From an optimization exercise on the open Yosys and OpenROAD flow, aimed at small area; shortcuts taken in it are not production practice.
In this exercise RTL edits were held to simulation tests only and were not proved equivalent to the original.
Power is estimated from default activity; no workload was simulated.

## try-raven
==> flow/design.v (excerpt) <==
module ID_RF(
    input clk,
    input rst,
    input [31:0] Ins,
    input [31:0] PC_curr,
    input [4:0] outdated_EXE,
    input [4:0] outdated_MEM,
    input [4:0] outdated_WB,
    input IDBufEn,
    input [31:0] EXEBuf,
    input [31:0] MEMBuf,
    input [2:0] ins_class,
    input pc_ins_type,
    input Mem_rd_in,
    input [31:0] wb_data,
    input wb_en,
    input [4:0] wb_rd,
    output [31:0] PC_curr_reg,
    output pc_ins_type_reg,
    output [7:0] ALUOp,
    output sgn,
    output isBranch,
    output isJump,
    output branch_type,
    output [31:0] ALUopr1,
    output [31:0] ALUopr2,
    output [31:0] Store_src,
    output IDHold
    );
    wire [31:1] sel1, sel2, valid;
    wire [31:0] rs1, rs2;
    Reg_File rf(
        .reg_w(wb_data),
        .write_enable(wb_en),
        .clk(clk),
        .rst(rst),
        .reg_enc_write(wb_rd),
        .sel1(sel1),
        .sel2(sel2),
        .valid(valid),
        .rs1(rs1),
        .rs2(rs2)
    );
    IDecode id(
        .Ins(Ins),
        .PC_curr(PC_curr),
        .rst(rst),
        .clk_stage(clk),
        .regfile1(rs1),
        .regfile2(rs2),
        .outdated_EXE(outdated_EXE),
        .outdated_MEM(outdated_MEM),
        .outdated_WB(outdated_WB),
        .IDBufEn(IDBufEn),
        .EXEBuf(EXEBuf),
        .MEMBuf(MEMBuf),
        .pc_ins_type(pc_ins_type),
        .Mem_rd_in(Mem_rd_in),
        .sel1(sel1),
        .sel2(sel2),
        .valid(valid),
        .PC_curr_reg(PC_curr_reg),
        .pc_ins_type_reg(pc_ins_type_reg),
        .ALUOp(ALUOp),
        .sgn(sgn),
        .isBranch(isBranch),
        .isJump(isJump),
        .branch_type(branch_type),
        .ALUopr1(ALUopr1),
        .ALUopr2(ALUopr2),
        .Store_src(Store_src),
        .IDHold(IDHold)
    );
endmodule
Size: about 4000 cells after synthesis, about 330 I/O pins.
clock: 7.0 ns
lec_check: 0
cap_margin: 20
core_margin: 2
core_utilization: 60
slew_margin: 20
synth_hierarchical: 1
standard.sh (not shown) runs the stock make flow with config.mk's settings and CLKGATE_MAP_FILE= SYNTH_SCRIPT=/design/flow/synth_recipe.tcl, a recipe that flattens the netlist after the stock synthesis.
==> flow/flow/run.sh <==
#!/bin/bash
# Standard ORFS layout (the standard.sh, standard synthesis unchanged) with two
# changes to how the layout is made:
#  - port buffers use the smallest buffer cell (buf_1) instead of the default choice;
#  - CTS without dummy loads, with sink clusters of up to 8 driven by clkbuf_4 (clkbuf_16 at the root).
# All output goes to standard.log in the work folder; ORFS's per-step logs stay
# under orfs/logs/.
set -euo pipefail
bash standard.sh \
  "BUFFER_PORTS_ARGS=-buffer_cell sky130_fd_sc_hd__buf_1" \
  "CTS_ARGS=-sink_clustering_enable -repair_clock_nets -dont_use_dummy_load -root_buf sky130_fd_sc_hd__clkbuf_16 -buf_list sky130_fd_sc_hd__clkbuf_4 -sink_clustering_size 8 -sink_clustering_max_diameter 35" \
  finish > standard.log 2>&1
Changes in try-juniper relative to try-raven:
==> flow/flow/run.sh <==
#!/bin/bash
# Standard ORFS layout (the standard.sh, standard synthesis unchanged) with two
# changes to how the layout is made:
#  - port buffers use the smallest buffer cell (buf_1) instead of the default choice;
#  - CTS without dummy loads, with sink clusters of up to 9 driven by clkbuf_4 (clkbuf_16 at the root).
# All output goes to standard.log in the work folder; ORFS's per-step logs stay
# under orfs/logs/.
set -euo pipefail
bash standard.sh \
  "BUFFER_PORTS_ARGS=-buffer_cell sky130_fd_sc_hd__buf_1" \
  "CTS_ARGS=-sink_clustering_enable -repair_clock_nets -dont_use_dummy_load -root_buf sky130_fd_sc_hd__clkbuf_16 -buf_list sky130_fd_sc_hd__clkbuf_4 -sink_clustering_size 9 -sink_clustering_max_diameter 45" \
  finish > standard.log 2>&1
- try-juniper vs try-raven, multi-input logic portion of the cell area went up by 0.15 points.
- try-juniper vs try-raven — clock-buffer cell count dropped by more than 10%
- Total number of vias of try-juniper is on par with try-raven.
- [compare] base=try-raven new=try-juniper: delay of the slowest cell on the worst path went up by 0.08 ns, number of global-route vias before repair -304, synthesis-to-layout area growth now sits lower, top achievable clock speed lower, worst-case hold slack shows no meaningful change.
- First-pass GRT wire length delta (try-juniper -> try-raven): insignificant
- Total design power went down slightly going from try-raven to try-juniper.
- Final area was lower in try-juniper than in try-raven.
[inputs] try-quartz vs try-juniper
==> flow/flow/run.sh <==
#!/bin/bash
# Standard ORFS layout (the standard.sh, standard synthesis unchanged) with two
# changes to how the layout is made:
#  - port buffers use the smallest buffer cell (buf_1) instead of the default choice;
#  - CTS without dummy loads, with larger sink clusters driven by clkbuf_16.
# All output goes to standard.log in the work folder; ORFS's per-step logs stay
# under orfs/logs/.
set -euo pipefail
bash standard.sh \
  "BUFFER_PORTS_ARGS=-buffer_cell sky130_fd_sc_hd__buf_1" \
  "CTS_ARGS=-sink_clustering_enable -repair_clock_nets -dont_use_dummy_load -buf_list sky130_fd_sc_hd__clkbuf_16 -sink_clustering_size 25 -sink_clustering_max_diameter 60" \
  finish > standard.log 2>&1
Against try-juniper, try-quartz comes in 1.5 points lower on proportion of layout cells with a drive suffix above 1.
Compared with try-juniper, try-quartz shows a lower sequential share of layout area.
Against try-juniper, try-quartz comes in 0.85 points higher on final worst-path cycle share.
try-quartz vs try-juniper: area growth from synthesis to layout up in try-quartz
Comparing try-juniper and try-quartz, global router's overall resource usage is higher on try-juniper.
Compared try-juniper against try-quartz; sequential power within noise.

[afterwards: timing with drivers on the ports]
No port has a modelled driver above. Below, the same layouts with a new extraction and two added sets of constraints.
Step 1 assumes that a clkbuf_16 drives the clock port and a buf_2 every other input.
Step 2 adds t to the input delays and takes it off the output delays; t is the mean of the earliest and latest rising clock arrival at the registers after step 1. Input paths then give back, and output paths get back, about the clock's delay inside the block.
Slacks: no drivers / after step 1 / after step 2; pairs: no drivers / after step 1.
run	t, ns	setup WS [ns]	hold slack, ns	cell pins on the clock port's net
try-raven	0.812	1.043 / 1.080 / 0.268	0.469 / 0.469 / 0.469	1
try-juniper	0.802	1.009 / 1.044 / 0.242	0.467 / 0.467 / 0.467	1
try-quartz	0.696	0.949 / 0.986 / 0.290	0.463 / 0.463 / 0.463	1
After both steps every run listed still meets setup and hold. The setup slack of try-raven, which loses most, moves by +0.037 ns with the drivers and by -0.775 ns with both steps.
